What follows belongs to an exercise in optimizing a design on an open flow for small area and a short achievable clock period; a production flow would make more cautious choices.
The RTL was checked by simulation tests, not by an equivalence proof against the original design.
Power and IR drop assume default switching activity.

File: flow/run.sh
#!/bin/bash
# Standard layout, with a tighter setup target for timing repair, and larger
# sink clusters and no dummy loads in clock tree synthesis. Each tool's
# output goes to a log here.
set -euo pipefail
export SETUP_SLACK_MARGIN=6.0
export CTS_ARGS="-sink_clustering_enable -repair_clock_nets -dont_use_dummy_load -sink_clustering_size 24 -sink_clustering_max_diameter 120"
bash standard.sh > standard_flow.log 2>&1
File: standard.sh
#!/bin/bash
# synth_recipe.tcl (not shown) runs the flow's synth.tcl, then flattens the netlist and writes it again
# the make line also repeats each setting of config.mk as NAME=value (left out here)
make -C /OpenROAD-flow-scripts/flow DESIGN_CONFIG=/design/flow/config.mk WORK_HOME=/design/flow/orfs CLKGATE_MAP_FILE= SYNTH_SCRIPT=/design/flow/synth_recipe.tcl "${@:-finish}"
File: config.mk
export PLATFORM = sky130hd
export DESIGN_NAME = SCPU
export DESIGN_NICKNAME = SCPU
export VERILOG_FILES = /design/flow/design.v
export SDC_FILE = /design/flow/constraint.sdc
export NUM_CORES = 8
export LEC_CHECK = 0
export CAP_MARGIN = 20
export CORE_MARGIN = 2
export CORE_UTILIZATION = 50
export SLEW_MARGIN = 20
export SYNTH_HIERARCHICAL = 1
export SYNTH_MINIMUM_KEEP_SIZE = 0
File: constraint.sdc
create_clock -name core_clock -period 10.0 [get_ports {clk}]
set_input_delay 2.0000 -clock core_clock [delete_from_list [all_inputs] [get_ports {clk}]]
set_output_delay 2.0000 -clock core_clock [all_outputs]
set_load 0.01 [all_outputs]
File: design.v
`timescale 1ns / 1ps
module SCPU(
    input         clk,
    input         rst,
    input  [31:0] inst,
    input  [31:0] data_in,   
    output [31:0] addr_out,  
    output [31:0] data_out,  
    output [31:0] pc_out,    
    output        mem_write,
    output [31:0] out,
    output [6:0]  exmem_opcode,
    input         cache_resp_stall
    );
    localparam [31:0] NOP = 32'h00000013;
    wire stall = cache_resp_stall;
    wire run   = ~cache_resp_stall;
    localparam [2:0] S_N = 3'd0, S_J1 = 3'd1, S_J2 = 3'd2, S_J3 = 3'd3,
                     S_J4 = 3'd4, S_L1 = 3'd5, S_L2 = 3'd6;
    reg  [2:0]  fs;
    reg  [31:0] pc;
    reg  [31:0] if_inst;
    reg         jf;       
    reg  [31:0] jt;       
    wire [6:0] op  = if_inst[6:0];
    wire [2:0] f3  = if_inst[14:12];
    wire [6:0] top = if_inst[31:25];
    wire d_lui   = op == 7'b0110111;
    wire d_r     = op == 7'b0110011;
    wire d_ld    = op == 7'b0000011;
    wire d_st    = op == 7'b0100011;
    wire d_i     = op == 7'b0010011;
    wire d_b     = op == 7'b1100011;
    wire d_jal   = op == 7'b1101111;
    wire d_jalr  = op == 7'b1100111;
    wire d_sys   = op == 7'b1110011;
    wire d_auipc = op == 7'b0010111;
    wire d_em    = d_sys & (f3 == 3'b000) & ((top == 7'b0000000) | (top == 7'b0011000));
    wire d_mret  = d_sys & (f3 == 3'b000) & (top == 7'b0011000);
    wire d_ecall = d_sys & (f3 == 3'b000) & (top == 7'b0000000);
    wire d_csr   = d_sys & (f3[1:0] != 2'b00);
    wire d_jmp   = d_b | d_jal | d_jalr | d_em;
    wire d_csrrs = d_sys & (f3 == 3'b010);
    wire d_csrrw = d_sys & (f3 == 3'b001);
    wire d_341   = if_inst[31:20] == 12'h341;
    wire d_305   = if_inst[31:20] == 12'h305;
    wire bubble = ((fs == S_N) & (d_jmp | d_ld)) | (fs == S_J1) | (fs == S_J2) |
                  (fs == S_J3) | (fs == S_L1);
    always @(posedge clk) begin
        if (run) begin
            case (fs)
                S_N:  fs <= d_jmp ? S_J1 : (d_ld ? S_L1 : S_N);
                S_J1: fs <= S_J2;
                S_J2: fs <= S_J3;
                S_J3: fs <= S_J4;
                S_L1: fs <= S_L2;
                default: fs <= S_N;
            endcase
            if (bubble)
                if_inst <= NOP;
            else
                if_inst <= inst;
        end
    end
    wire fs_j = (fs == S_J1) | (fs == S_J2) | (fs == S_J3) | (fs == S_J4);
    wire [31:0] pcm4 = pc - 32'd4;
    always @(posedge clk or posedge rst) begin
        if (rst)
            pc <= 32'b0;
        else if (run) begin
            if (jf & fs_j)
                pc <= jt;
            else if (~jf & ((fs == S_J1) | (fs == S_J2)))
                pc <= pc;
            else if (~jf & ((fs == S_J3) | (fs == S_L1)))
                pc <= pcm4;
            else
                pc <= pc + 32'd4;
        end
    end
    assign pc_out = pc;
    reg  [31:0] rf [1:31];
    reg  [31:1] rv;           
    reg  [31:0] x20;
    reg  [31:0] mtvec, mepc;
    reg [31:0] e_d1, e_r2, e_imm;
    reg [4:0]  e_rd;
    reg [6:0]  e_op;
    reg        e_we, e_asb, e_mw, e_lui, e_link, e_ld, e_ujmp, e_beq, e_bne,
               e_jr, e_jt, e_wmtvec, e_wmepc, e_341, e_ls, e_eqw, e_eqm;
    reg        e_aR, e_aW, e_aD, e_bR, e_bW, e_bI, e_bS;
    reg        e_sub, e_add, e_addn, e_slt, e_sll, e_srl, e_or, e_and;
    reg [31:0] m_addr, m_res, m_do1, m_dout;
    reg [4:0]  m_rd;
    reg [6:0]  m_op;
    reg        m_we, m_mw, m_ld, m_link, m_jr, m_flagj, m_wmtvec, m_wmepc, m_eq;
    reg [31:0] w_val;
    reg        w_wmtvec, w_wmepc;
    wire [4:0] rs1 = if_inst[19:15];
    wire [4:0] rs2 = if_inst[24:20];
    wire [4:0] rd  = if_inst[11:7];
    reg [31:0] imm;
    always @(*) begin
        case (op)
            7'b0010011, 7'b0000011: imm = {{20{if_inst[31]}}, if_inst[31:20]};
            7'b0110111, 7'b0010111: imm = {if_inst[31:12], 12'b0};
            7'b1101111: imm = {{12{if_inst[31]}}, if_inst[19:12], if_inst[20], if_inst[30:21], 1'b0};
            7'b1100011: imm = {{20{if_inst[31]}}, if_inst[7], if_inst[30:25], if_inst[11:8], 1'b0};
            7'b0100011: imm = {{20{if_inst[31]}}, if_inst[31:25], if_inst[11:7]};
            default:    imm = 32'b0;
        endcase
    end
    reg [3:0] aop;
    always @(*) begin
        aop = {if_inst[30], f3};
        if (d_lui | d_ld | d_st | d_csr) aop = 4'b0000;
        else if (d_i) begin
            if (f3 == 3'b000) aop = 4'b0000;
            else if (f3 == 3'b010) aop = 4'b0010;
            else if (f3 == 3'b110) aop = 4'b0110;
        end
        else if (d_b) aop = 4'b1000;
        else if (~(d_r | d_jal | d_jalr | d_sys | d_auipc)) aop = 4'b0000;
    end
    wire d_we  = d_lui | d_r | d_ld | d_i | d_jal | d_jalr | d_csr | d_em | d_auipc;
    wire d_asb = d_ld | d_st | d_i | d_csr | d_mret | d_auipc;
    wire d1_special = d_auipc | d_em;
    wire [31:1] sel1, sel2;
    genvar gi;
    generate
        for (gi = 1; gi < 32; gi = gi + 1) begin : g_dec
            if (gi == 20) begin : g_x20
                assign sel1[gi] = rs1 == gi;
                assign sel2[gi] = rs2 == gi;
            end else begin : g_rf
                assign sel1[gi] = rv[gi] & (rs1 == gi);
                assign sel2[gi] = rv[gi] & (rs2 == gi);
            end
        end
    endgenerate
    wire [32*31-1:0] rflat;
    generate
        for (gi = 1; gi < 32; gi = gi + 1) begin : g_flat
            if (gi == 20) begin : g_x20
                assign rflat[32*(gi-1) +: 32] = x20;
            end else begin : g_rf
                assign rflat[32*(gi-1) +: 32] = rf[gi];
            end
        end
    endgenerate
    wire [31:0] rv2, d1;
    RdPort1 rp1(.d(rflat), .s(sel1), .kill(d1_special),
                .x({pcm4, mepc, mtvec}), .xs({d_auipc, d_mret | (d_csrrs & d_341), d_ecall}), .y(d1));
    RdPort rp2(.d(rflat), .s(sel2), .y(rv2));
    wire fE  = e_we;
    wire fW  = m_we;
    wire a1  = rs1 == e_rd;
    wire b1  = rs2 == e_rd;
    wire a2  = rs1 == m_rd;
    wire b2  = rs2 == m_rd;
    reg [1:0] fa, fb;
    reg       fls;
    always @(*) begin
        fa = 2'b00; fb = 2'b00; fls = 1'b0;
        if (e_341 & d_mret) begin
            fa = 2'b10;
        end else if (a1 & b1) begin
            if (fE) begin
                fa = 2'b10;
                fb = d_asb ? 2'b00 : 2'b10;
            end
        end else if (a1) begin
            fa = fE ? 2'b10 : 2'b00;
            fb = (b2 & fW) ? 2'b01 : 2'b00;
        end else if (b1) begin
            fa = (a2 & fW) ? 2'b01 : 2'b00;
            if (fE) begin
                fb  = d_asb ? 2'b00 : 2'b10;
                fls = d_asb & d_st;
            end
        end else begin
            fa = (a2 & fW) ? 2'b01 : 2'b00;
            fb = (b2 & fW & ~d_asb) ? 2'b01 : 2'b00;
        end
        if (d_auipc) fa = 2'b00;
    end
    wire [31:0] A = ({32{e_aR}} & m_res) | ({32{e_aW}} & w_val) | ({32{e_aD}} & e_d1);
    wire [31:0] B = ({32{e_bR}} & m_res) | ({32{e_bW}} & w_val) |
                    ({32{e_bI}} & e_imm) | ({32{e_bS}} & e_r2);
    wire [31:0] sum;
    Add32 u_add(.a(A), .b(B ^ {32{e_sub}}), .cin(e_sub), .s(sum));
    wire [32:0] as = {1'b0, sum};
    wire        eq  = A == B;
    wire [31:0] Arev, shl, shr;
    genvar ri;
    generate
        for (ri = 0; ri < 32; ri = ri + 1) begin : g_rev
            assign Arev[ri] = A[31-ri];
            assign shr[ri]  = shl[31-ri];
        end
    endgenerate
    wire [4:0] shamt;
    Fwd5 u_shamt(.sR(e_bR), .sW(e_bW), .sI(e_bI), .sS(e_bS),
                 .r(m_res[4:0]), .w(w_val[4:0]), .i(e_imm[4:0]), .s(e_r2[4:0]), .y(shamt));
    assign shl = (e_srl ? Arev : A) << shamt;
    wire [31:0] alu_o = ({32{e_sll}} & shl) |
                        ({32{e_srl}} & shr) |
                        ({32{e_or}}  & (A | B)) |
                        ({32{e_and}} & (A & B));
    wire        ltd = A[31] ^ B[31];
    wire        slt_k = e_slt & ~ltd;
    wire        slt_j = e_slt & ltd & A[31];
    wire [31:0] alu0 = ({32{e_add}} & as[31:0]) | alu_o;
    wire [31:0] res0 = ({32{e_addn}} & as[31:0]) | alu_o | ({32{e_lui}} & e_imm);
    wire        alu_b0, res_b0;
    LateAo u_lt_a(.a(alu0[0] | slt_j), .b(slt_k), .c(as[31]), .y(alu_b0));
    LateAo u_lt_r(.a(res0[0] | slt_j), .b(slt_k), .c(as[31]), .y(res_b0));
    wire [31:0] alu = {alu0[31:1], alu_b0};
    wire [31:0] res = {res0[31:1], res_b0};
    wire        flagj = e_ujmp | (e_beq & eq) | (e_bne & ~eq);
    wire [31:0] wb_next = m_link ? pcm4 : (m_ld ? data_in : m_res);
    always @(posedge clk) begin
        if (rst) begin
            e_op <= 7'b0;
            e_wmtvec <= 1'b0;
            e_wmepc  <= 1'b0;
            m_wmtvec <= 1'b0;
            m_wmepc  <= 1'b0;
            w_wmtvec <= 1'b0;
            w_wmepc  <= 1'b0;
        end else if (run) begin
            e_op <= op;
            m_op <= e_op;    
            e_wmtvec <= d_csrrw & d_305;
            e_wmepc  <= ((d_csrrw | d_csrrs) & d_341) | d_ecall;
            m_wmtvec <= e_wmtvec;
            m_wmepc  <= e_wmepc;
            w_wmtvec <= m_wmtvec;
            w_wmepc  <= m_wmepc;
        end
    end
    always @(posedge clk) begin
        if (run) begin
            e_d1  <= d1;
            e_r2  <= rv2;
            e_imm <= imm;
            e_rd  <= rd;
            e_eqw <= rs2 == m_rd;
            e_eqm <= b1;
            e_we  <= d_we & (rd != 5'd0);
            e_asb <= d_asb;
            e_mw  <= d_st;
            e_lui <= d_lui;
            e_link <= d_jal | d_jalr | d_em;
            e_ld  <= d_ld;
            e_ujmp <= d_jal | d_jalr | d_em;
            e_beq <= d_b & ((f3 == 3'b000) | (f3 == 3'b111));
            e_bne <= d_b & ~((f3 == 3'b000) | (f3 == 3'b111));
            e_jr  <= d_jalr | d_em;
            e_jt  <= d_b | d_jal;
            e_341 <= d_341;
            e_aR  <= fa == 2'b10;
            e_aW  <= fa == 2'b01;
            e_aD  <= fa[1] == fa[0];
            e_bR  <= fb == 2'b10;
            e_bW  <= fb == 2'b01;
            e_bI  <= (fb[1] == fb[0]) & d_asb;
            e_bS  <= (fb[1] == fb[0]) & ~d_asb;
            e_ls  <= fls;
            e_sub <= (aop == 4'b1000) | (aop == 4'b0010);
            e_add <= (aop == 4'b0000) | (aop == 4'b1000);
            e_addn <= ((aop == 4'b0000) | (aop == 4'b1000)) & ~d_lui;
            e_slt <= aop == 4'b0010;
            e_sll <= aop == 4'b0001;
            e_srl <= aop == 4'b0101;
            e_or  <= aop == 4'b0110;
            e_and <= aop == 4'b0111;
            m_addr <= alu;
            m_res  <= res;
            m_do1  <= e_ls ? m_res : e_r2;
            m_rd   <= e_rd;
            m_eq   <= e_eqm;
            m_link <= e_link;
            m_we   <= e_we;
            m_mw   <= e_mw;
            m_ld   <= e_ld;
            m_jr   <= e_jr;
            m_flagj <= flagj;
            w_val  <= wb_next;
        end
    end
    wire        n_eq  = run ? e_eqw : m_eq;
    wire [31:0] n_do1 = run ? (e_ls ? m_res : e_r2) : m_do1;
    always @(posedge clk) begin
        m_dout <= n_eq ? w_val : n_do1;
    end
    wire [31:0] js  = {~(pc[31:3] ^ e_imm[31:3]), pc[2:0] ^ e_imm[2:0]};
    wire [31:0] jmj = {pc[31:3] | e_imm[31:3], pc[2:0] & e_imm[2:0]};
    wire [31:0] jsum;
    Add32F u_jadd(.a(js), .b({jmj[30:0], 1'b0}), .s(jsum));
    always @(posedge clk) begin
        jf <= m_flagj;
        if (run & e_jt)
            jt <= jsum;
        else if (m_flagj & m_jr)
            jt <= m_addr;
    end
    wire [31:1] wdec;
    generate
        for (gi = 1; gi < 32; gi = gi + 1) begin : g_wdec
            assign wdec[gi] = run & m_we & (m_rd == gi);
        end
    endgenerate
    always @(posedge clk or posedge rst) begin
        if (rst)
            rv <= 31'b0;
        else
            rv <= rv | wdec;
    end
    always @(posedge clk) begin
        if (run & m_we & (m_rd != 5'd20))
            rf[m_rd] <= wb_next;
    end
    always @(posedge clk or posedge rst) begin
        if (rst)
            x20 <= 32'b0;
        else if (run & m_we & (m_rd == 5'd20))
            x20 <= wb_next;
    end
    always @(posedge clk) begin
        if (w_wmtvec) mtvec <= w_val;
        if (w_wmepc)  mepc  <= w_val;
    end
    assign addr_out     = m_addr;
    assign data_out     = m_dout;
    assign mem_write    = m_mw;
    assign exmem_opcode = m_op;
    assign out          = x20;
endmodule
module RdPort(input [32*31-1:0] d, input [31:1] s, output [31:0] y);
    wire [31:0] n [0:10];
    genvar g;
    generate
        for (g = 0; g < 10; g = g + 1) begin : grp
            Aoi3 u(.a1(d[32*(3*g) +: 32]),   .b1({32{s[3*g+1]}}),
                   .a2(d[32*(3*g+1) +: 32]), .b2({32{s[3*g+2]}}),
                   .a3(d[32*(3*g+2) +: 32]), .b3({32{s[3*g+3]}}), .y(n[g]));
        end
    endgenerate
    assign n[10] = ~(d[32*30 +: 32] & {32{s[31]}});
    assign y = ~(n[0] & n[1] & n[2] & n[3] & n[4] & n[5] & n[6] & n[7] & n[8] & n[9] & n[10]);
endmodule
module Aoi3(input [31:0] a1, input [31:0] b1, input [31:0] a2, input [31:0] b2,
            input [31:0] a3, input [31:0] b3, output [31:0] y);
    assign y = ~((a1 & b1) | (a2 & b2) | (a3 & b3));
endmodule
module Add32(input [31:0] a, input [31:0] b, input cin, output [31:0] s);
    wire [31:0] p0, g0, c;
    AddPG u_pg(.a(a), .b(b), .p(p0), .g(g0));
    AddTree u_tree(.p(p0), .g(g0), .cin(cin), .c(c));
    assign s = p0 ^ c;
endmodule
module AddPG(input [31:0] a, input [31:0] b, output [31:0] p, output [31:0] g);
    assign p = a ^ b;
    assign g = a & b;
endmodule
module AddTree(input [31:0] p, input [31:0] g, input cin, output [31:0] c);
    wire [31:0] g0 = {g[31:1], g[0] | (p[0] & cin)};
    wire [31:0] g1, p1, g2, p2, g3, p3, g4, p4, g5;
    PrefixLevel #(.D(1))  l1(.gi(g0), .pi(p),  .go(g1), .po(p1));
    PrefixLevel #(.D(2))  l2(.gi(g1), .pi(p1), .go(g2), .po(p2));
    PrefixLevel #(.D(4))  l3(.gi(g2), .pi(p2), .go(g3), .po(p3));
    PrefixLevel #(.D(8))  l4(.gi(g3), .pi(p3), .go(g4), .po(p4));
    PrefixLast  #(.D(16)) l5(.gi(g4), .pi(p4), .go(g5));
    assign c = {g5[30:0], cin};
endmodule
module PrefixLevel #(parameter D = 1) (input [31:0] gi, input [31:0] pi,
                                       output [31:0] go, output [31:0] po);
    assign go = gi | (pi & {gi[31-D:0], {D{1'b0}}});
    assign po = pi & {pi[31-D:0], {D{1'b0}}};
endmodule
module PrefixLast #(parameter D = 16) (input [31:0] gi, input [31:0] pi, output [31:0] go);
    assign go = gi | (pi & {gi[31-D:0], {D{1'b0}}});
endmodule
module Fwd5(input sR, input sW, input sI, input sS, input [4:0] r, input [4:0] w,
            input [4:0] i, input [4:0] s, output [4:0] y);
    assign y = ({5{sR}} & r) | ({5{sW}} & w) | ({5{sI}} & i) | ({5{sS}} & s);
endmodule
module Add32F(input [31:0] a, input [31:0] b, output [31:0] s);
    wire [31:0] p0, g0;
    AddPG u_pg(.a(a), .b(b), .p(p0), .g(g0));
    wire [31:0] g1, p1, g2, p2, g3, p3, g4, p4, g5;
    genvar i;
    generate
        for (i = 0; i < 32; i = i + 1) begin : lv
            if (i >= 1) begin : l1
                assign g1[i] = g0[i] | (p0[i] & g0[i-1]);
                assign p1[i] = p0[i] & p0[i-1];
            end else begin : l1b
                assign g1[i] = g0[i];
                assign p1[i] = p0[i];
            end
            if (i >= 2) begin : l2
                assign g2[i] = g1[i] | (p1[i] & g1[i-2]);
                assign p2[i] = p1[i] & p1[i-2];
            end else begin : l2b
                assign g2[i] = g1[i];
                assign p2[i] = p1[i];
            end
            if (i >= 4) begin : l3
                assign g3[i] = g2[i] | (p2[i] & g2[i-4]);
                assign p3[i] = p2[i] & p2[i-4];
            end else begin : l3b
                assign g3[i] = g2[i];
                assign p3[i] = p2[i];
            end
            if (i >= 8) begin : l4
                assign g4[i] = g3[i] | (p3[i] & g3[i-8]);
                assign p4[i] = p3[i] & p3[i-8];
            end else begin : l4b
                assign g4[i] = g3[i];
                assign p4[i] = p3[i];
            end
            if (i >= 16) begin : l5
                assign g5[i] = g4[i] | (p4[i] & g4[i-16]);
            end else begin : l5b
                assign g5[i] = g4[i];
            end
        end
    endgenerate
    assign s = p0 ^ {g5[30:0], 1'b0};
endmodule
module RdPort1(input [32*31-1:0] d, input [31:1] s, input kill,
               input [32*3-1:0] x, input [3:1] xs, output [31:0] y);
    wire [31:0] n [0:10];
    wire [31:0] nx;
    genvar g;
    generate
        for (g = 0; g < 10; g = g + 1) begin : grp
            Aoi3 u(.a1(d[32*(3*g) +: 32]),   .b1({32{s[3*g+1]}}),
                   .a2(d[32*(3*g+1) +: 32]), .b2({32{s[3*g+2]}}),
                   .a3(d[32*(3*g+2) +: 32]), .b3({32{s[3*g+3]}}), .y(n[g]));
        end
    endgenerate
    assign n[10] = ~(d[32*30 +: 32] & {32{s[31]}});
    Aoi3 ux(.a1(x[31:0]),  .b1({32{xs[1]}}), .a2(x[63:32]), .b2({32{xs[2]}}),
            .a3(x[95:64]), .b3({32{xs[3]}}), .y(nx));
    wire [31:0] r = ~(n[0] & n[1] & n[2] & n[3] & n[4] & n[5] & n[6] & n[7] & n[8] & n[9] & n[10]);
    assign y = (r & {32{~kill}}) | ~nx;
endmodule
module LateAo(input a, input b, input c, output y);
    assign y = a | (b & c);
endmodule
==> results of run 1 <==
-- power by group --
group	internal [mW]	switching [mW]	total (mW)
combinational	1.69	2.96	4.64
sequential	7.54	0.577	8.12
clock	1.31	1.96	3.27
total	10.5	5.49	16.0
-- critical path: stages, from the launching register on --
cell,delay (ns)
edfxtp_1,0.68
a22oi_1,0.27
nand2_1,0.28
xor2_1,0.33
ha_1,0.33
and2_1,0.20
and2_1,0.19
and2_1,0.17
a21o_1,0.20
a21o_1,0.23
xor2_4,0.28
a22o_1,0.19
nor3_1,0.05
a21oi_1,0.38
-- timing repair --
item | in CTS | in global routing
gates cloned | 0 | 0
hold buffers | 0 | 0
resized for setup | 20 | 33
setup buffers | 5 | 29
endpoints found under the setup margin | 163 | 177
pin swaps | 1 | 3
-- layout make-up --
cell class                      count  area [um^2]  area share
Sequential cell                  1507        44000       0.556
Multi-Input combinational cell   3241        26100       0.331
Timing Repair Buffer              435         3940      0.0498
Tap cell                         1890         2360      0.0299
Clock buffer                       73         1830      0.0231
Inverter                          207          787     0.00995
Antenna cell                        6         15.0    0.000190
-- per-layer routing --
layer  share of wire  wire length, um  vias to the layer above
li1                -                -                    22400
met1            0.37           106000                    27600
met2            0.47           134000                     3849
met3            0.11            30500                      544
met4           0.056            16100                        8
met5         0.00018               53                        -
-- worst paths after layout --
path,from,end,slack (ns),depth (start not counted)
min in group asynchronous,rst,rv[31],1.99,3
worst max-delay path,e_imm[5],m_res[29],5.94,13
worst max register to register,e_imm[5],m_res[29],5.94,13
worst min register to register,m_flagj,jf,0.36,0
worst min-delay path,m_flagj,jf,0.36,0
max in group asynchronous,rst,x20[18],6.62,4
-- through the flow --
step / setup WS [ns] / cell area, um^2
detailed placement: 5.34 / 76700
global placement: 5.38 / 76600
floorplan: 3.26 / 71400
finish: 5.94 / 79100
global route: 5.97 / 79100
CTS: 6.01 / 78600
-- placed cells by master, fill, tap and decap left out, drive strengths merged, types with 86 or more instances in the layout --
cell type      count
a21o             171
nand4            159
and2             146
o21ai            135
a222oi           705
buf              232
ha               166
nor2             152
xor2              86
clkdlybuf4s50    201
nand2            351
inv              204
a22oi            120
dfrtp             94
a21oi            106
mux2             103
mux2i            130
edfxtp          1335
==> qor.yml, run 1 <==
outcome:
  outcome: "complete, no violations"
grt:
  grtUsageTotal: 0.382
  met3_usage: 0.0670
  use_met2: 0.617
  antenna_found_initial: 11
  grt_pass1_vias: 50500
  use_met1: 0.504
  busiest_layer: "met2"
  grt_start_max_net_pins: 168
  grt_pass1_wl_um: 396000
  grt_overflow: 0
cts:
  cts_tree: "built"
  clock_latency_ns: 0.71
  cts_buffers: 73
  cts_sinks: 1507
  clk_path_buf_depth: 3
  h-tree-depth: 3
  root_buffer: "clkbuf_16"
  clkSlewWorstSetupHoldPaths_ns: 0.11
hold_path:
  hp-class: "flip-flop to flip-flop"
detailed_routing:
  antenna_left: 0
  drt_pass1_iterations: 13
  routed_via_density: 7.39
  routed_wl_um: 287000
  routedWlPerCell_um: 38.9
  drt_iter0_drc: 11700
  drc: 0
  vias: 54400
setup_path:
  arrival_ns: 4.49
  end_kind: "flip-flop"
  start_kind: "flip-flop"
  cp.required_ns: 10.43
  crit_type: "flip-flop to flip-flop"
  critPathMaxFanout: 4
power:
  p_per_area_nw_per_um2: 203
  peakVddDrop_mv: 0.156
  total_power_mw: 16.0
  leakagePower_nw: 28.7
sta:
  maxSlewHeadroom: 0.100
  worst_slew_pin_slew_ns: 1.34
  period_needed_ns: 4.06
  timing.setup.tns_ns: 0
  hold_viol: 0
  setup_viol_count_final: 0
  rsz0062_at_grt: "true"
  fin_skew_ns: 0.0611
  drv_slew: 0
  hold_ws_ns: 0.363
  period_share: 0.406
  fmax_ghz: 0.246
final_layout:
  regMostFlops: "rf"
  finalNetCount: 5698
  layoutNonFillerInstCount: 7359
  drive_above_1_share: 0.116
  largest_register_ffs: 960
  utilization: 0.559
  fillers: 11600
  area_growth_pct: 11.0
logic_synthesis:
  netlist_area_um2: 71200
  synthCells: 5173
  syn-num-nets: 5406
  yosys_warnings: 9
  avgSynthCellArea_um2: 13.8
die:
  core_area_um2: 141000
  initial_core_util: 0.504
  rows: 138
  die_w_um: 381
  io_pins: 203
  chipHeight_um: 381
  dieArea_um2: 145000
placed_design:
  dp_cells: 7244
  gp_congestion: 1.03
  io_buffers: 202
  post-dp-hpwl_um: 197000
run:
  drv_cap: 0
==> inputs of run 2 (changes only) <==
==> flow/run.sh (replaced) <==
#!/bin/bash
# Standard layout, with a tighter setup target for timing repair, and larger
# sink clusters and no dummy loads in clock tree synthesis. Each tool's
# output goes to a log here.
set -euo pipefail
export SETUP_SLACK_MARGIN=6.5
export CTS_ARGS="-sink_clustering_enable -repair_clock_nets -dont_use_dummy_load -sink_clustering_size 24 -sink_clustering_max_diameter 120"
bash standard.sh > standard_flow.log 2>&1
==> qor.yml, run 2 <==
outcome:
  outcome: "complete, no violations"
die:
  die_w_um: 381
  rows: 138
  dieArea_um2: 145000
  initial_core_util: 0.504
  chipHeight_um: 381
  io_pins: 203
  core_area_um2: 141000
setup_path:
  rr_worst_depth: 15
  critPathMaxFanout: 8
  crit_buf_inv: 4
  cpLargestDelayFamily: "compound AO/OA/AOI/OAI gates"
  cp.depth: 15
  crit_type: "flip-flop to flip-flop"
  regToRegEndpoint: "m_res[29]"
  cp.required_ns: 10.49
  startpoint: "e_aR"
  rr_startpoint: "e_aR"
  crit_end: "m_res[29]"
  end_kind: "flip-flop"
  start_kind: "flip-flop"
  arrival_ns: 4.35
  critPathSlowestCell: "a222oi_1"
  cpMostUsedCell: "a21o_1"
  reg2reg_slack_ns: 6.14
  cpPeakStageDelay_ns: 0.43
  path_cells: "buf_6 -> buf_12 -> a222oi_1 -> buf_4 -> inv_1 -> ha_4 -> and2_1 -> and2_1 -> a21o_1 -> a21o_1 -> a21o_1 -> xor2_4 -> a22o_1 -> nor3_2 -> a21oi_2"
sta:
  worst_slew_pin_slew_ns: 1.19
  hold_viol: 0
  maxSlewHeadroom: 0.202
  fmax_ghz: 0.259
  hold_ws_ns: 0.365
  drv_slew: 0
  rsz0062_at_grt: "true"
  fin_skew_ns: 0.0650
  period_share: 0.386
  setup_viol_count_final: 0
  timing.setup.tns_ns: 0
  period_needed_ns: 3.86
grt:
  grtUsageTotal: 0.394
  grt_overflow: 0
  grt_pass1_vias: 52400
  grt_start_max_net_pins: 168
  antenna_found_initial: 9
  grt_pass1_wl_um: 407000
final_layout:
  drive_above_1_share: 0.216
  utilization: 0.590
  layout_common_cells: "edfxtp_1 (1,335), a222oi_1 (705), buf_4 (442), nand2_1 (332), inv_1 (181)"
  finalNetCount: 6000
  regMostFlops: "rf"
  largest_register_ffs: 960
  area_growth_pct: 17.2
  final_common_cell: "edfxtp_1"
  fillers: 11300
  layoutNonFillerInstCount: 7658
cts:
  h-tree-depth: 3
  clk_path_buf_depth: 3
  clkSlewWorstSetupHoldPaths_ns: 0.11
  cts_sinks: 1507
  root_buffer: "clkbuf_16"
  cts_tree: "built"
  clock_latency_ns: 0.72
  cts_buffers: 73
placed_design:
  io_buffers: 202
  post-dp-hpwl_um: 197000
  gp_congestion: 1.03
  dp_cells: 7244
detailed_routing:
  drc: 0
  vias: 56300
  drt_iter0_drc: 12100
  routed_via_density: 7.35
  routedWlPerCell_um: 38.8
  drt_pass1_iterations: 13
  antenna_left: 0
  routed_wl_um: 297000
run:
  drv_cap: 0
logic_synthesis:
  avgSynthCellArea_um2: 13.8
  yosys_warnings: 9
  syn-num-nets: 5406
  netlist_area_um2: 71200
  synthCells: 5173
hold_path:
  hp-class: "flip-flop to flip-flop"
power:
  p_per_area_nw_per_um2: 203
  leakagePower_nw: 30.7
  peakVddDrop_mv: 0.154
## run 2: final cells by class
type	count	area (um^2)	area share
sequential	1507	44100	0.528
multi-input combinational	3245	27900	0.334
timing repair buffer	733	6510	0.0780
tap	1890	2360	0.0283
clock buffer	73	1830	0.0219
inverter	207	810	0.00970
antenna	3	7.51	0.0000899
## run 2: what timing repair did
item | in CTS | in global routing
buffers inserted | 253 | 75
endpoints found under the setup margin | 1534 | 560
resized for setup | 521 | 207
hold buffers | 0 | 0
gates cloned | 6 | 3
pin swaps | 93 | 120
## run 2: stage by stage
| stage | power [mW] | area, um^2 | worst slack (ns) |
|---|---|---|---|
| final | 16.9 | 83500 | 6.14 |
| after global routing | 17.4 | 83500 | 6.11 |
| after CTS | 16.4 | 81800 | 6.26 |
| after detailed placement | 12.7 | 76700 | 5.34 |
| after global placement | 12.7 | 76600 | 5.38 |
| after floorplan | 10.6 | 71400 | 3.26 |
## run 2: how the worst min path moves through the flow
stage | startpoint | endpoint | slack [ns] | cells after the start
final | m_flagj | jf | 0.37 | 0
after global routing | m_flagj | jf | 0.40 | 0
after CTS | m_flagj | jf | 0.37 | 0
after detailed placement | m_flagj | jf | 0.38 | 0
after global placement | m_flagj | jf | 0.37 | 0
after floorplan | m_flagj | jf | 0.35 | 0
## run 2: layer usage
metal | up-vias | GRT usage | routed length (um)
li1 | 23000 | - | -
met1 | 28400 | 0.516 | 107000
met2 | 4194 | 0.630 | 137000
met3 | 686 | 0.0777 | 34300
met4 | 4 | 0.190 | 18900
met5 | - | 0 | 24
## run 2: power breakdown
group | leakage [nW] | internal (mW) | switching, mW
logic | 15.7 | 2.19 | 3.49
registers | 14.1 | 7.55 | 0.417
clock network | 0.900 | 1.31 | 1.97
==> inputs of run 3 (changes only) <==
==> flow/run.sh (replaced) <==
#!/bin/bash
# Standard layout, with a tighter setup target for timing repair, and larger
# sink clusters and no dummy loads in clock tree synthesis. Each tool's
# output goes to a log here.
set -euo pipefail
export SETUP_SLACK_MARGIN=5.5
export CTS_ARGS="-sink_clustering_enable -repair_clock_nets -dont_use_dummy_load -sink_clustering_size 24 -sink_clustering_max_diameter 120"
bash standard.sh > standard_flow.log 2>&1
==> qor.yml, run 3 <==
placed_design:
  io_buffers: 202
  gp_congestion: 1.03
  post-dp-hpwl_um: 197000
setup_path:
  cpLargestDelayFamily: "compound AO/OA/AOI/OAI gates"
  cp.required_ns: 10.44
  critPathMaxFanout: 32
  critPathSlowestCell: "a222oi_1"
  start_kind: "flip-flop"
  end_kind: "flip-flop"
  path_cells: "buf_4 -> a222oi_1 -> inv_1 -> ha_1 -> and2_1 -> and2_1 -> and2_1 -> and2_1 -> a21o_1 -> xor2_1 -> a22o_1 -> nor3_1 -> a21oi_1"
  cpMostUsedCell: "and2_1"
  arrival_ns: 4.88
  cpPeakStageDelay_ns: 0.89
  crit_buf_inv: 2
  crit_type: "flip-flop to flip-flop"
detailed_routing:
  wl_met3_um: 30500
  drc: 0
  routed_wl_um: 287000
  routedWlPerCell_um: 39.1
  drt_pass1_iterations: 15
  drt-met1-wl_um: 106000
  routed_via_density: 7.41
  route.met2.wl_um: 134000
  vias: 54300
  antenna_left: 0
  routed.top_layer: "met5"
  drt_iter0_drc: 11600
power:
  comb_power_share: 0.286
  clockPowerShare: 0.205
  p_per_area_nw_per_um2: 203
  p_sw_frac: 0.343
  total_power_mw: 16.0
  peakVddDrop_mv: 0.157
  leakagePower_nw: 28.5
  seq_power_share: 0.509
  p_sw_mw: 5.48
  internal-power_mw: 10.5
sta:
  maxSlewHeadroom: 0.106
  fin_skew_ns: 0.0570
  worst_slew_pin_slew_ns: 1.33
  period_needed_ns: 4.43
  timing.setup.tns_ns: 0
  setup_viol_count_final: 0
  fmax_ghz: 0.226
  period_share: 0.443
  hold_viol: 0
  rsz0062_at_grt: "false"
  drv_slew: 0
cts:
  cts_tree: "built"
  root_buffer: "clkbuf_16"
  cts_buffers: 73
  clkSlewWorstSetupHoldPaths_ns: 0.11
  clk_path_buf_depth: 3
  h-tree-depth: 3
  cts_sinks: 1507
  clock_latency_ns: 0.71
final_layout:
  regMostFlops: "rf"
  final_common_cell: "edfxtp_1"
  finalNetCount: 5665
  fillers: 11600
  area_growth_pct: 10.4
  layout_common_cells: "edfxtp_1 (1,335), a222oi_1 (705), nand2_1 (347), inv_1 (202), clkdlybuf4s50_1 (201)"
  largest_register_ffs: 960
  drive_above_1_share: 0.105
grt:
  grt_overflow: 0
  antenna_found_initial: 9
  grt_pass1_wl_um: 395000
  grtUsageTotal: 0.382
  grt_pass1_vias: 50300
  grt_start_max_net_pins: 168
logic_synthesis:
  netlist_area_um2: 71200
  syn-num-nets: 5406
  synthCells: 5173
  avgSynthCellArea_um2: 13.8
  yosys_warnings: 9
die:
  io_pins: 203
  initial_core_util: 0.504
  die_w_um: 381
  rows: 138
  dieArea_um2: 145000
  chipHeight_um: 381
  core_area_um2: 141000
run:
  drv_cap: 0
hold_path:
  hp-class: "flip-flop to flip-flop"
outcome:
  outcome: "complete, no violations"
-- run 3: layout make-up --
class                           count  area [um^2]  area share
Timing Repair Buffer              402         3650      0.0464
Antenna cell                        4         10.0    0.000127
Clock buffer                       73         1830      0.0232
Tap cell                         1890         2360      0.0301
Inverter                          207          783     0.00996
Multi-Input combinational cell   3241        26000       0.331
Sequential cell                  1507        44000       0.560
-- run 3: timing repair --
action                                  CTS  global route
buffers inserted                          0             0
hold buffers                              0             0
endpoints found under the setup margin    6            10
resized for setup                         1             5
-- run 3: path summary, 6_finish.rpt --
check,start,slack (ns),depth (start not counted),end
worst max-delay path,e_aR,5.57,13,m_res[29]
worst min-delay path,m_flagj,0.36,0,jf
worst max register to register,e_aR,5.57,13,m_res[29]
worst min register to register,m_flagj,0.36,0,jf
max in group asynchronous,rst,6.63,4,x20[18]
min in group asynchronous,rst,1.98,3,rv[31]
-- run 3: stage by stage --
stage          utilization  std cells  hold WS, ns  cell area (um^2)  setup slack [ns]
2_1_floorplan            -       5173        0.348             71400              3.26
3_3_place_gp         0.541       7240        0.368             76600              5.38
3_5_place_dp         0.542       7244        0.377             76700              5.34
4_1_cts              0.555       7317        0.370             78500              5.62
5_1_grt              0.556       7320        0.397             78600              5.59
6_report             0.556       7324        0.361             78600              5.57
-- run 3: power by group through the flow --
stage | Sequential [mW] | Clock, mW | Combinational, mW
global placement | 8.24 | 0 | 4.41
floorplan | 7.95 | 0 | 2.67
detailed placement | 8.24 | 0 | 4.42
global route | 8.14 | 3.50 | 4.83
finish | 8.13 | 3.27 | 4.58
CTS | 8.10 | 3.30 | 4.45
-- run 3: routing by layer --
metal,global-route usage,vias to the layer above
li1,-,22400
met5,0,-
met3,0.0652,570
met2,0.618,3782
met4,0.175,6
met1,0.505,27600
==> inputs of run 4 (changes only) <==
==> flow/run.sh (replaced) <==
#!/bin/bash
# Standard layout, with a tighter setup target for timing repair, and larger
# sink clusters and no dummy loads in clock tree synthesis. Each tool's
# output goes to a log here.
set -euo pipefail
export SETUP_SLACK_MARGIN=6.25
export CTS_ARGS="-sink_clustering_enable -repair_clock_nets -dont_use_dummy_load -sink_clustering_size 24 -sink_clustering_max_diameter 120"
bash standard.sh > standard_flow.log 2>&1
==> qor.yml, run 4 <==
power:
  seq_power_share: 0.490
  leakagePower_nw: 29.4
  peakVddDrop_mv: 0.154
  total_power_mw: 16.3
  clockPowerShare: 0.201
  p_sw_mw: 5.59
  comb_power_share: 0.309
  p_sw_frac: 0.343
  p_per_area_nw_per_um2: 203
  internal-power_mw: 10.7
die:
  rows: 138
  core_area_um2: 141000
  chipHeight_um: 381
  io_pins: 203
  die_w_um: 381
  dieArea_um2: 145000
  initial_core_util: 0.504
cts:
  clkSlewWorstSetupHoldPaths_ns: 0.11
  h-tree-depth: 3
  clock_latency_ns: 0.72
  cts_buffers: 73
  clk_path_buf_depth: 3
  cts_sinks: 1507
  root_buffer: "clkbuf_16"
  cts_tree: "built"
placed_design:
  gp_congestion: 1.03
  post-dp-hpwl_um: 197000
  post-place-ws_ns: 5.34
  io_buffers: 202
  dp_cells: 7244
setup_path:
  cpPeakStageDelay_ns: 1.07
  arrival_ns: 4.21
  startpoint: "pc[3]"
  rr_worst_depth: 8
  critPathSlowestCell: "xnor2_1"
  reg2reg_slack_ns: 6.15
  path_cells: "buf_4 -> or4_1 -> nor4_2 -> buf_4 -> nand2_1 -> xnor2_1 -> nand2_1 -> o21ai_4"
  cp.required_ns: 10.36
  cpLargestDelayFamily: "simple AND/OR/NAND/NOR gates"
  crit_type: "flip-flop to flip-flop"
  rr_startpoint: "pc[3]"
  crit_buf_inv: 2
  regToRegEndpoint: "rf[24][13]"
  end_kind: "flip-flop"
  critPathMaxFanout: 32
  start_kind: "flip-flop"
sta:
  hold_viol: 0
  rsz0062_at_grt: "true"
  period_share: 0.385
  drv_slew: 0
  timing.setup.tns_ns: 0
  worst_slack_ns: 6.15
  worst_slew_pin_slew_ns: 1.36
  maxSlewHeadroom: 0.0891
  fin_skew_ns: 0.0631
  fmax_ghz: 0.259
  period_needed_ns: 3.85
  setup_viol_count_final: 0
final_layout:
  regMostFlops: "rf"
  drive_above_1_share: 0.149
  area_growth_pct: 12.9
  final_common_cell: "edfxtp_1"
  layoutNonFillerInstCount: 7477
  finalNetCount: 5820
  fillers: 11500
  largest_register_ffs: 960
  layout_common_cells: "edfxtp_1 (1,335), a222oi_1 (705), nand2_1 (334), buf_4 (327), inv_1 (202)"
hold_path:
  hp-start: "m_flagj"
  holdPathStages: 0
  min_to: "jf"
  hp-class: "flip-flop to flip-flop"
logic_synthesis:
  avgSynthCellArea_um2: 13.8
  yosys_warnings: 9
  netlist_area_um2: 71200
  syn-num-nets: 5406
  synthCells: 5173
grt:
  antenna_found_initial: 7
  grt_overflow: 0
  grtUsageTotal: 0.386
  grt_pass1_vias: 51400
  grt_start_max_net_pins: 168
  grt_pass1_wl_um: 400000
detailed_routing:
  vias: 55200
  antenna_left: 0
  drt_pass1_iterations: 15
  drt_iter0_drc: 11800
  drc: 0
  routed_via_density: 7.38
  routed_wl_um: 289000
  routedWlPerCell_um: 38.7
outcome:
  outcome: "complete, no violations"
run:
  drv_cap: 0
==> run 4: how the worst max path moves through the flow <==
stage,end,depth (start not counted),slack (ns)
global placement,rf[8][25],5,5.38
global route,m_res[29],14,6.13
detailed placement,rf[14][13],5,5.34
CTS,rf[12][18],6,6.22
floorplan,x20[0],7,3.26
finish,rf[24][13],8,6.15
==> run 4: per-layer routing <==
metal	routed length (um)	vias to the layer above	part of all wire	global-route usage
li1	-	22700	-	-
met1	107000	28000	0.37	0.509
met2	135000	3943	0.47	0.624
met3	31000	557	0.11	0.0671
met4	16600	2	0.057	0.181
met5	17	-	0.000059	0
==> run 4: layout make-up <==
class / count / area, um^2 / area share
antenna: 2 / 5.00 / 0.0000623
clock buffer: 73 / 1830 / 0.0227
inverter: 207 / 785 / 0.00976
multi-input combinational: 3242 / 26400 / 0.329
sequential: 1507 / 44100 / 0.548
tap: 1890 / 2360 / 0.0294
timing repair buffer: 556 / 4920 / 0.0612
==> run 4: per-stage QoR <==
step,cell area (um^2),hold WS [ns],utilization
2_1_floorplan,71400,0.348,-
6_report,80400,0.364,0.569
3_5_place_dp,76700,0.377,0.542
3_3_place_gp,76600,0.368,0.541
4_1_cts,79900,0.370,0.565
5_1_grt,80400,0.395,0.568
==> run 4: worst register-to-register path, delay by kind of cell (launching register included) <==
| kind | cells | cell delay [ns] |
|---|---|---|
| compound gates | 1 | 0.45 |
| flops | 1 | 0.41 |
| xor+xnor | 1 | 1.07 |
| simple gates | 4 | 1.14 |
| buf+inv | 2 | 0.39 |
==> run 4: repair_timing <==
action | 4_1_cts | 5_1_grt
pin swaps | 8 | 8
gates cloned | 1 | 0
setup buffers | 129 | 26
hold buffers | 0 | 0
endpoints found under the setup margin | 757 | 235
resized for setup | 159 | 41
==> run 4: power by group through the flow <==
stage / Clock [mW] / Sequential (mW) / Combinational (mW)
6_report: 3.27 / 7.98 / 5.04
5_1_grt: 3.50 / 8.00 / 5.30
2_1_floorplan: 0 / 7.95 / 2.67
4_1_cts: 3.30 / 7.97 / 4.80
3_5_place_dp: 0 / 8.24 / 4.42
3_3_place_gp: 0 / 8.24 / 4.41
==> inputs of run 5 (changes only) <==
==> flow/run.sh (replaced) <==
#!/bin/bash
# Standard layout, with a tighter setup target for timing repair, plain
# buffers on the ports, and sink clusters of up to 24 flip-flops and no dummy
# loads in clock tree synthesis. Each tool's output goes to a log here.
set -euo pipefail
export SETUP_SLACK_MARGIN=6.0
export BUFFER_PORTS_ARGS="-buffer_cell sky130_fd_sc_hd__buf_2"
export CTS_ARGS="-sink_clustering_enable -repair_clock_nets -dont_use_dummy_load -sink_clustering_size 24 -sink_clustering_max_diameter 120"
bash standard.sh > standard_flow.log 2>&1
==> qor.yml, run 5 <==
die:
  chipHeight_um: 381
  rows: 138
  io_pins: 203
  initial_core_util: 0.504
  dieArea_um2: 145000
  die_w_um: 381
  core_area_um2: 141000
setup_path:
  crit_type: "flip-flop to flip-flop"
  cp.required_ns: 10.40
  critPathMaxFanout: 25
  cpLargestDelayFamily: "compound AO/OA/AOI/OAI gates"
  end_kind: "flip-flop"
  arrival_ns: 4.44
  crit_buf_inv: 2
  start_kind: "flip-flop"
  startpoint: "if_inst[16]"
  cpPeakStageDelay_ns: 0.71
  rr_startpoint: "if_inst[16]"
  critPathSlowestCell: "a2111oi_2"
  rr_worst_depth: 8
  path_cells: "nor2b_1 -> buf_4 -> and3_1 -> buf_4 -> a222oi_1 -> nand4_1 -> a2111oi_2 -> o21ai_1"
  cpMostUsedCell: "buf_4"
  cp.depth: 8
detailed_routing:
  routedWlPerCell_um: 38.4
  routed_wl_um: 283000
  drt_iter0_drc: 10800
  drt_pass1_iterations: 17
  antenna_left: 0
  vias: 54100
  drc: 0
  routed_via_density: 7.35
cts:
  h-tree-depth: 3
  clk_path_buf_depth: 3
  cts_buffers: 74
  clkSlewWorstSetupHoldPaths_ns: 0.11
  clock_latency_ns: 0.75
  cts_tree: "built"
  cts_sinks: 1507
  root_buffer: "clkbuf_16"
sta:
  setup_viol_count_final: 0
  drv_slew: 0
  maxSlewHeadroom: 0.135
  period_share: 0.404
  fin_skew_ns: 0.114
  period_needed_ns: 4.04
  rsz0062_at_grt: "true"
  timing.setup.tns_ns: 0
  worst_slew_pin_slew_ns: 1.29
  hold_viol: 0
  fmax_ghz: 0.248
final_layout:
  layoutNonFillerInstCount: 7364
  finalNetCount: 5706
  final_common_cell: "edfxtp_1"
  utilization: 0.552
  layout_common_cells: "edfxtp_1 (1,335), a222oi_1 (705), nand2_1 (347), buf_4 (227), inv_1 (202)"
  drive_above_1_share: 0.151
  stdcell_area_um2: 78000
  regMostFlops: "rf"
  largest_register_ffs: 960
  seqCellArea_um2: 44000
  area_growth_pct: 9.56
  fillers: 11800
  multi_input_area_um2: 26100
hold_path:
  hp-class: "flip-flop to flip-flop"
  holdPathStages: 0
  hp-start: "m_flagj"
logic_synthesis:
  netlist_area_um2: 71200
  syn-num-nets: 5406
  yosys_warnings: 9
  synthCells: 5173
  avgSynthCellArea_um2: 13.8
placed_design:
  placed_area_um2: 75700
  post-dp-hpwl_um: 197000
  io_buffers: 202
  dp_cells: 7246
  gp_congestion: 1.05
grt:
  antenna_found_initial: 8
  grt_pass1_wl_um: 392000
  grt_start_max_net_pins: 152
  grt_pass1_vias: 51000
  grt_overflow: 0
  grtUsageTotal: 0.378
power:
  total_power_mw: 15.9
  p_per_area_nw_per_um2: 204
  peakVddDrop_mv: 0.154
  leakagePower_nw: 28.7
run:
  drv_cap: 0
outcome:
  outcome: "complete, no violations"
==> run 5: cell count changes in the layout (fill, tap and decap cells not counted), sizes merged <==
| cell | previous run | this run |
|---|---|---|
| clkdlybuf4s50 | 151 | 0 |
| buf | 354 | 441 |
| dlygate4sd2 | 48 | 0 |
| dlymetal6s2s | 2 | 0 |
| clkbuf | 73 | 74 |
| clkdlybuf4s18 | 1 | 0 |
| diode | 2 | 3 |
==> run 5: per-layer routing <==
layer / vias up / routed length (um) / track usage
li1: 22400 / - / -
met1: 27400 / 105000 / 0.499
met2: 3714 / 130000 / 0.595
met3: 553 / 29700 / 0.0693
met4: 6 / 18200 / 0.201
met5: - / 37 / 0
==> run 5: cell type report <==
type	count	area share
flip-flops and latches	1507	0.564
multi-input cells	3242	0.335
repair buffers	441	0.0373
well taps	1890	0.0303
clock buffers	74	0.0237
inverters	207	0.0101
diodes	3	0.0000962
==> run 5: metrics by stage <==
stage | hold WS (ns) | worst slack [ns]
final | 0.372 | 5.96
after global placement | 0.369 | 5.32
after global routing | 0.382 | 5.94
after detailed placement | 0.368 | 5.27
after CTS | 0.379 | 6.02
after floorplan | 0.348 | 3.26
==> run 5: final timing paths <==
path	to	slack, ns
worst min register to register	jf	0.37
min in group asynchronous	rv[2]	1.65
worst max-delay path	e_d1[18]	5.96
max in group asynchronous	x20[9]	7.00
worst min-delay path	jf	0.37
worst max register to register	e_d1[18]	5.96
==> run 5: power by group <==
group	internal (mW)	switching, mW
sequential	7.54	0.540
clock	1.33	1.95
combinational	1.53	3.01
==> run 5: worst register-to-register path, stage by stage, from the launching register on <==
cell       delay (ns)
edfxtp_1         0.58
nor2b_1          0.22
buf_4            0.20
and3_1           0.37
buf_4            0.35
a222oi_1         0.74
nand4_1          0.44
a2111oi_2        0.71
o21ai_1          0.12
==> run 5: repair_timing <==
action	4_1_cts	5_1_grt
hold buffers	0	0
pin swaps	3	9
setup buffers	3	34
gates cloned	0	1
resized for setup	23	10
setup endpoints to repair	137	207
==> inputs of run 6 (changes only) <==
==> flow/run.sh (replaced) <==
#!/bin/bash
# Standard layout, with a tighter setup target for timing repair, plain
# buffers on the ports, and sink clusters of up to 24 flip-flops and no dummy
# loads in clock tree synthesis. Each tool's output goes to a log here.
set -euo pipefail
export SETUP_SLACK_MARGIN=6.25
export BUFFER_PORTS_ARGS="-buffer_cell sky130_fd_sc_hd__buf_2"
export CTS_ARGS="-sink_clustering_enable -repair_clock_nets -dont_use_dummy_load -sink_clustering_size 24 -sink_clustering_max_diameter 120"
bash standard.sh > standard_flow.log 2>&1
==> qor.yml, run 6 <==
outcome:
  outcome: "complete, no violations"
die:
  initial_core_util: 0.504
  io_pins: 203
  core_area_um2: 141000
  rows: 138
  dieArea_um2: 145000
  chipHeight_um: 381
  die_w_um: 381
hold_path:
  hp-class: "flip-flop to flip-flop"
  holdPathStages: 0
  min_to: "jf"
  hp-start: "m_flagj"
grt:
  grt_pass1_wl_um: 397000
  grt_start_max_net_pins: 152
  use_met2: 0.602
  grt_pass1_vias: 51400
  use_met1: 0.510
  grt_overflow: 0
  met3_usage: 0.0662
  grtUsageTotal: 0.382
  busiest_layer: "met2"
  antenna_found_initial: 9
setup_path:
  cpMostUsedCell: "buf_4"
  critPathMaxFanout: 25
  regToRegEndpoint: "e_d1[18]"
  cp.required_ns: 10.41
  end_kind: "flip-flop"
  path_cells: "buf_4 -> and3b_1 -> and3_1 -> buf_4 -> a222oi_1 -> nand4_1 -> a2111oi_4 -> o21ai_1"
  rr_startpoint: "if_inst[15]"
  cpPeakStageDelay_ns: 0.72
  crit_type: "flip-flop to flip-flop"
  start_kind: "flip-flop"
  arrival_ns: 4.22
  reg2reg_slack_ns: 6.19
  critPathSlowestCell: "a222oi_1"
  rr_worst_depth: 8
detailed_routing:
  vias: 54800
  routed_wl_um: 287000
  routed_via_density: 7.36
  antenna_left: 0
  drc: 0
  drt_iter0_drc: 11400
  routedWlPerCell_um: 38.5
  drt_pass1_iterations: 13
sta:
  fmax_ghz: 0.263
  hold_viol: 0
  fin_skew_ns: 0.110
  worst_slew_pin_slew_ns: 1.24
  period_share: 0.381
  timing.setup.tns_ns: 0
  rsz0062_at_grt: "true"
  setup_viol_count_final: 0
  drv_slew: 0
  maxSlewHeadroom: 0.165
  period_needed_ns: 3.81
final_layout:
  area_growth_pct: 11.8
  fillers: 11700
  seqCellArea_um2: 44000
  layout_common_cells: "edfxtp_1 (1,335), a222oi_1 (705), nand2_1 (337), buf_4 (301), buf_2 (201)"
  multi_input_area_um2: 26800
  stdcell_area_um2: 79600
  final_common_cell: "edfxtp_1"
  drive_above_1_share: 0.182
  finalNetCount: 5796
  largest_register_ffs: 960
  regMostFlops: "rf"
placed_design:
  post-dp-hpwl_um: 197000
  placed_area_um2: 75700
  io_buffers: 202
  gp_congestion: 1.05
cts:
  cts_sinks: 1507
  h-tree-depth: 3
  cts_tree: "built"
  clk_path_buf_depth: 3
  clkSlewWorstSetupHoldPaths_ns: 0.10
  root_buffer: "clkbuf_16"
  cts_buffers: 74
  hold_buffers: 0
  clock_latency_ns: 0.75
logic_synthesis:
  netlist_area_um2: 71200
  syn-num-nets: 5406
  avgSynthCellArea_um2: 13.8
  yosys_warnings: 9
  synthCells: 5173
run:
  drv_cap: 0
power:
  peakVddDrop_mv: 0.153
  p_per_area_nw_per_um2: 203
  leakagePower_nw: 29.3
==> run 6: power breakdown <==
part / internal (mW) / total, mW / switching [mW] / leakage [nW]
sequential: 7.54 / 8.07 / 0.529 / 14.1
combinational: 1.70 / 4.82 / 3.13 / 14.3
clock: 1.33 / 3.28 / 1.95 / 0.912
total: 10.6 / 16.2 / 5.61 / 29.3
==> run 6: area by class of cell <==
| type | count | area share |
|---|---|---|
| sequential | 1507 | 0.553 |
| tap | 1890 | 0.0297 |
| multi-input combinational | 3242 | 0.337 |
| antenna | 4 | 0.000126 |
| inverter | 207 | 0.00990 |
| timing repair buffer | 531 | 0.0471 |
| clock buffer | 74 | 0.0233 |
==> run 6: worst max-delay path: cells and delay by family, from the launching register on <==
family / cells / cell delay, ns
compound gates: 3 / 1.38
simple gates: 3 / 1.13
buf+inv: 2 / 0.57
flops: 1 / 0.37
==> run 6: timing repair <==
item,4_1_cts,5_1_grt
cloned,1,1
pin swaps,26,42
setup buffers,79,46
resized for setup,71,96
setup endpoints to repair,664,459
==> run 6: routing by layer <==
layer	wire [um]	share of wire	up-vias
met5	7	0.000024	-
met4	18900	0.066	2
met3	30400	0.11	594
met2	131000	0.46	3836
met1	107000	0.37	27800
li1	-	-	22600
==> run 6: per-stage QoR <==
| stage | hold WS [ns] | setup slack, ns | std cells | util | total power [mW] |
|---|---|---|---|---|---|
| 2_1_floorplan | 0.348 | 3.26 | 5173 | - | 10.6 |
| 3_3_place_gp | 0.369 | 5.32 | 7245 | 0.535 | 12.5 |
| 3_5_place_dp | 0.368 | 5.27 | 7246 | 0.535 | 12.6 |
| 4_1_cts | 0.379 | 6.06 | 7400 | 0.556 | 15.9 |
| 5_1_grt | 0.382 | 6.10 | 7451 | 0.563 | 16.6 |
| 6_report | 0.374 | 6.19 | 7455 | 0.563 | 16.2 |
==> run 6: worst max path at each step <==
stage                  to  slack (ns)  cells after the start             start
2_1_floorplan      x20[0]        3.26                      7  cache_resp_stall
3_3_place_gp   rf[22][11]        5.32                      5  cache_resp_stall
3_5_place_dp    rf[8][14]        5.27                      5  cache_resp_stall
4_1_cts         rf[8][10]        6.06                      5  cache_resp_stall
5_1_grt         m_res[29]        6.10                     15              e_aR
6_report         e_d1[18]        6.19                      8       if_inst[15]
==> inputs of run 7 (changes only) <==
--- a/config.mk
+++ b/config.mk
@@ -7,7 +7,7 @@
 export LEC_CHECK = 0
 export CAP_MARGIN = 20
 export CORE_MARGIN = 2
-export CORE_UTILIZATION = 50
+export CORE_UTILIZATION = 56
 export SLEW_MARGIN = 20
 export SYNTH_HIERARCHICAL = 1
 export SYNTH_MINIMUM_KEEP_SIZE = 0
==> qor.yml, run 7 <==
logic_synthesis:
  yosys_warnings: 9
  avgSynthCellArea_um2: 13.8
  synthCells: 5173
  netlist_area_um2: 71200
  syn-num-nets: 5406
sta:
  setup_viol_count_final: 0
  fin_skew_ns: 0.0528
  fmax_ghz: 0.259
  drv_slew: 0
  rsz0062_at_grt: "true"
  maxSlewHeadroom: 0.115
  worst_slack_ns: 6.14
  worst_slew_pin_slew_ns: 1.32
  timing.setup.tns_ns: 0
  period_share: 0.386
  hold_viol: 0
  period_needed_ns: 3.86
die:
  io_pins: 203
  dieArea_um2: 130000
  die_w_um: 361
  rows: 130
  initial_core_util: 0.566
  core_area_um2: 126000
  chipHeight_um: 361
run:
  drv_cap: 0
placed_design:
  dp_cells: 6994
  gp_congestion: 1.04
  post-dp-hpwl_um: 190000
  post-place-ws_ns: 5.06
  io_buffers: 202
power:
  p_per_area_nw_per_um2: 203
  peakVddDrop_mv: 0.185
  total_power_mw: 16.0
  leakagePower_nw: 29.2
outcome:
  outcome: "complete, no violations"
detailed_routing:
  routed_wl_um: 280000
  vias: 55400
  drt_iter0_drc: 12700
  antenna_left: 0
  drt_pass1_iterations: 15
  routedWlPerCell_um: 38.9
  drc: 0
  routed_via_density: 7.69
grt:
  grt_pass1_wl_um: 388000
  grt_pass1_vias: 51100
  antenna_found_initial: 9
  grtUsageTotal: 0.418
  grt_overflow: 0
  grt_start_max_net_pins: 74
final_layout:
  regMostFlops: "rf"
  finalNetCount: 5778
  area_growth_pct: 10.8
  layoutNonFillerInstCount: 7197
  layout_common_cells: "edfxtp_1 (1,335), a222oi_1 (705), nand2_1 (328), buf_4 (285)"
  drive_above_1_share: 0.175
  largest_register_ffs: 960
  final_common_cell: "edfxtp_1"
cts:
  h-tree-depth: 3
  clk_path_buf_depth: 3
  hold_buffers: 0
  clkSlewWorstSetupHoldPaths_ns: 0.10
  cts_tree: "built"
  cts_buffers: 74
  root_buffer: "clkbuf_16"
  clock_latency_ns: 0.70
  cts_sinks: 1507
setup_path:
  arrival_ns: 4.27
  crit_type: "flip-flop to flip-flop"
  start_kind: "flip-flop"
  rr_startpoint: "e_aR"
  end_kind: "flip-flop"
  critPathMaxFanout: 16
  cp.required_ns: 10.41
  startpoint: "e_aR"
hold_path:
  hp-class: "flip-flop to flip-flop"
  hp-start: "m_flagj"
[run 7: report_power, final]
| part | switching, mW | internal [mW] | total (mW) | leakage (nW) |
|---|---|---|---|---|
| Combinational | 3.03 | 1.63 | 4.66 | 14.2 |
| Clock | 1.94 | 1.33 | 3.27 | 0.912 |
| Sequential | 0.542 | 7.54 | 8.08 | 14.1 |
| Total | 5.52 | 10.5 | 16.0 | 29.2 |
[run 7: final cells by class]
class / count / area, um^2
flip-flops and latches: 1507 / 44000
inverters: 207 / 793
repair buffers: 512 / 3630
diodes: 4 / 10.0
clock buffers: 74 / 1850
multi-input cells: 3243 / 26600
well taps: 1650 / 2060
fillers: 9715 / 46900
[run 7: final timing paths]
path / to / slack, ns / cells after the start
min in group asynchronous: rv[2] / 1.60 / 2
worst max-delay path: m_res[30] / 6.14 / 14
worst min-delay path: jf / 0.39 / 0
worst max register to register: m_res[30] / 6.14 / 14
worst min register to register: jf / 0.39 / 0
max in group asynchronous: x20[16] / 6.94 / 3
[run 7: worst max-delay path, stage by stage (launching register included)]
cell        delay (ns)
edfxtp_1          0.37
buf_4             0.18
clkbuf_16         0.20
a222oi_1          0.37
buf_4             0.27
clkinvlp_4        0.18
ha_4              0.29
a21o_1            0.18
a21o_1            0.17
a21o_1            0.20
a21o_1            0.22
a21o_1            0.19
xor2_2            0.24
a221o_1           0.35
a21o_1            0.16
[run 7: layer usage]
| layer | GRT usage | up-vias | share of wire |
|---|---|---|---|
| met4 | 0.209 | 12 | 0.066 |
| li1 | - | 22600 | - |
| met1 | 0.546 | 27600 | 0.35 |
| met2 | 0.663 | 4407 | 0.46 |
| met5 | 0 | - | 0.00030 |
| met3 | 0.0934 | 737 | 0.13 |
[run 7: repair_timing]
item	in CTS	in global routing
pin swaps	11	21
setup buffers	70	50
gates cloned	2	2
endpoints found under the hold margin	0	0
gates resized for setup	54	76
endpoints found under the setup margin	1071	409
[run 7: stage by stage]
step	hold WS, ns	utilization	cell area [um^2]
6_report	0.388	0.627	79000
5_1_grt	0.397	0.627	78900
4_1_cts	0.390	0.620	78000
3_5_place_dp	0.362	0.598	75300
3_3_place_gp	0.358	0.597	75200
2_1_floorplan	0.348	-	71400
==> inputs of run 8 (changes only) <==
==> flow/run.sh (replaced) <==
#!/bin/bash
# Standard layout, with a tighter setup target for timing repair, plain
# buffers on the ports, and sink clusters of up to 24 flip-flops and no dummy
# loads in clock tree synthesis. Each tool's output goes to a log here.
set -euo pipefail
export SETUP_SLACK_MARGIN=6.4
export BUFFER_PORTS_ARGS="-buffer_cell sky130_fd_sc_hd__buf_2"
export CTS_ARGS="-sink_clustering_enable -repair_clock_nets -dont_use_dummy_load -sink_clustering_size 24 -sink_clustering_max_diameter 120"
bash standard.sh > standard_flow.log 2>&1
--- a/config.mk
+++ b/config.mk
@@ -7,7 +7,7 @@
 export LEC_CHECK = 0
 export CAP_MARGIN = 20
 export CORE_MARGIN = 2
-export CORE_UTILIZATION = 56
+export CORE_UTILIZATION = 50
 export SLEW_MARGIN = 20
 export SYNTH_HIERARCHICAL = 1
 export SYNTH_MINIMUM_KEEP_SIZE = 0
==> qor.yml, run 8 <==
setup_path:
  end_kind: "flip-flop"
  cp.required_ns: 10.37
  start_kind: "flip-flop"
  crit_end: "m_res[24]"
  startpoint: "e_aR"
  critPathMaxFanout: 7
  reg2reg_slack_ns: 6.23
  regToRegEndpoint: "m_res[24]"
  rr_startpoint: "e_aR"
  rr_worst_depth: 14
  crit_type: "flip-flop to flip-flop"
  arrival_ns: 4.14
grt:
  grt_pass1_wl_um: 402000
  grt_pass1_vias: 51800
  antenna_found_initial: 8
  grt_overflow: 0
  grtUsageTotal: 0.389
  grt_start_max_net_pins: 152
detailed_routing:
  antenna_left: 0
  routed_via_density: 7.37
  vias: 55500
  routedWlPerCell_um: 38.8
  drc: 0
  drt_iter0_drc: 11600
  drt_pass1_iterations: 12
  routed_wl_um: 292000
sta:
  maxSlewHeadroom: 0.0803
  rsz0062_at_grt: "true"
  period_needed_ns: 3.77
  timing.setup.tns_ns: 0
  worst_slew_pin_slew_ns: 1.34
  fmax_ghz: 0.265
  hold_viol: 0
  setup_viol_count_final: 0
  drv_slew: 0
  period_share: 0.377
  fin_skew_ns: 0.108
  hold_ws_ns: 0.374
  worst_slack_ns: 6.23
placed_design:
  io_buffers: 202
  post-place-ws_ns: 5.27
  gp_congestion: 1.05
  post-dp-hpwl_um: 197000
final_layout:
  drive_above_1_share: 0.212
  final_common_cell: "edfxtp_1"
  regMostFlops: "rf"
  layout_common_cells: "edfxtp_1 (1,335), a222oi_1 (705), buf_4 (352), nand2_1 (328), buf_2 (201)"
  utilization: 0.573
  area_growth_pct: 13.7
  largest_register_ffs: 960
  finalNetCount: 5870
cts:
  cts_sinks: 1507
  cts_tree: "built"
  cts_buffers: 74
  clk_path_buf_depth: 3
  root_buffer: "clkbuf_16"
  clock_latency_ns: 0.75
  clkSlewWorstSetupHoldPaths_ns: 0.11
  hold_buffers: 0
  h-tree-depth: 3
logic_synthesis:
  yosys_warnings: 9
  avgSynthCellArea_um2: 13.8
  syn-num-nets: 5406
  synthCells: 5173
  netlist_area_um2: 71200
run:
  drv_cap: 0
die:
  core_area_um2: 141000
  chipHeight_um: 381
  die_w_um: 381
  initial_core_util: 0.504
  rows: 138
  io_pins: 203
  dieArea_um2: 145000
power:
  total_power_mw: 16.5
  leakagePower_nw: 29.8
  peakVddDrop_mv: 0.151
  p_per_area_nw_per_um2: 204
hold_path:
  holdPathStages: 0
  hp-class: "flip-flop to flip-flop"
outcome:
  outcome: "complete, no violations"
==> run 8: worst min-delay path by stage <==
stage,startpoint,endpoint,slack [ns]
finish,m_flagj,jf,0.37
global route,m_flagj,jf,0.38
CTS,m_flagj,jf,0.38
detailed placement,m_flagj,jf,0.37
global placement,m_flagj,jf,0.37
floorplan,m_flagj,jf,0.35
==> run 8: layer usage <==
layer  wire length, um  track usage  up-vias
met1            108000        0.515    28000
met2            134000        0.614     4079
li1                  -            -    22800
met5                27            0        -
met3             32100       0.0706      611
met4             18700        0.198        4
==> run 8: worst max-delay path, stage by stage (launching register included) <==
cell	delay [ns]
edfxtp_1	0.45
buf_6	0.18
buf_16	0.15
a222oi_1	0.37
buf_4	0.23
inv_1	0.11
ha_4	0.27
and2_1	0.17
and2_1	0.18
a21o_1	0.19
a21o_1	0.15
a21o_1	0.22
xor2_2	0.21
a221oi_2	0.36
nand2_1	0.21
==> run 8: timing repair <==
action	4_1_cts	5_1_grt
setup buffers	127	65
pin swaps	58	84
setup endpoints to repair	1259	447
resized for setup	174	146
cloned	7	5
==> run 8: where the power goes <==
group	internal [mW]	leakage, nW	switching, mW
clock	1.33	0.912	1.95
sequential	7.54	14.1	0.517
combinational	1.88	14.8	3.27
total	10.7	29.8	5.74
==> run 8: through the flow <==
stage | area, um^2 | std cells
after global routing | 81000 | 7525
after CTS | 79600 | 7454
final | 81000 | 7529
after global placement | 75600 | 7245
after floorplan | 71400 | 5173
after detailed placement | 75700 | 7246
==> run 8: layout make-up <==
class | count | area (um^2)
Fill cell | 11600 | 60400
Sequential cell | 1507 | 44000
Multi-Input combinational cell | 3250 | 27500
Timing Repair Buffer | 597 | 4380
Tap cell | 1890 | 2360
Clock buffer | 74 | 1850
Inverter | 207 | 797
Antenna cell | 4 | 10.0

## static timing again, ports no longer ideal
The results above use ideal ports. As a check the final layouts listed here were re-extracted and re-timed, cells and wires unchanged.
Step 1: set_driving_cell puts a clkbuf_16 on clk and a buf_2 on each other input, an assumption about the parent block.
Step 2 also shifts input and output timing later by t, the mid clock arrival at the registers, as if the neighbouring blocks saw the same clock.
a / b / c = no drivers / after step 1 / after step 2; a / b = the first two.
run | shift t [ns] | slack for setup (ns) | hold WS [ns]
run 1 | 0.763 | 5.941 / 5.941 / 5.467 | 0.363 / 0.363 / 0.363
run 2 | 0.772 | 6.142 / 6.142 / 5.769 | 0.365 / 0.365 / 0.365
run 3 | 0.768 | 5.567 / 5.567 / 5.252 | 0.361 / 0.361 / 0.361
run 4 | 0.773 | 6.146 / 6.146 / 5.542 | 0.364 / 0.364 / 0.364
run 5 | 0.785 | 5.963 / 5.963 / 5.231 | 0.372 / 0.372 / 0.372
run 6 | 0.788 | 6.191 / 6.191 / 5.462 | 0.374 / 0.374 / 0.374
run 7 | 0.751 | 6.145 / 6.145 / 5.615 | 0.388 / 0.388 / 0.388
run 8 | 0.785 | 6.232 / 6.232 / 5.616 | 0.374 / 0.374 / 0.374
After both steps setup and hold are still met in every run listed. The setup slack of run 5, which loses most, moves by 0.000 ns with the drivers and by -0.732 ns with both steps.
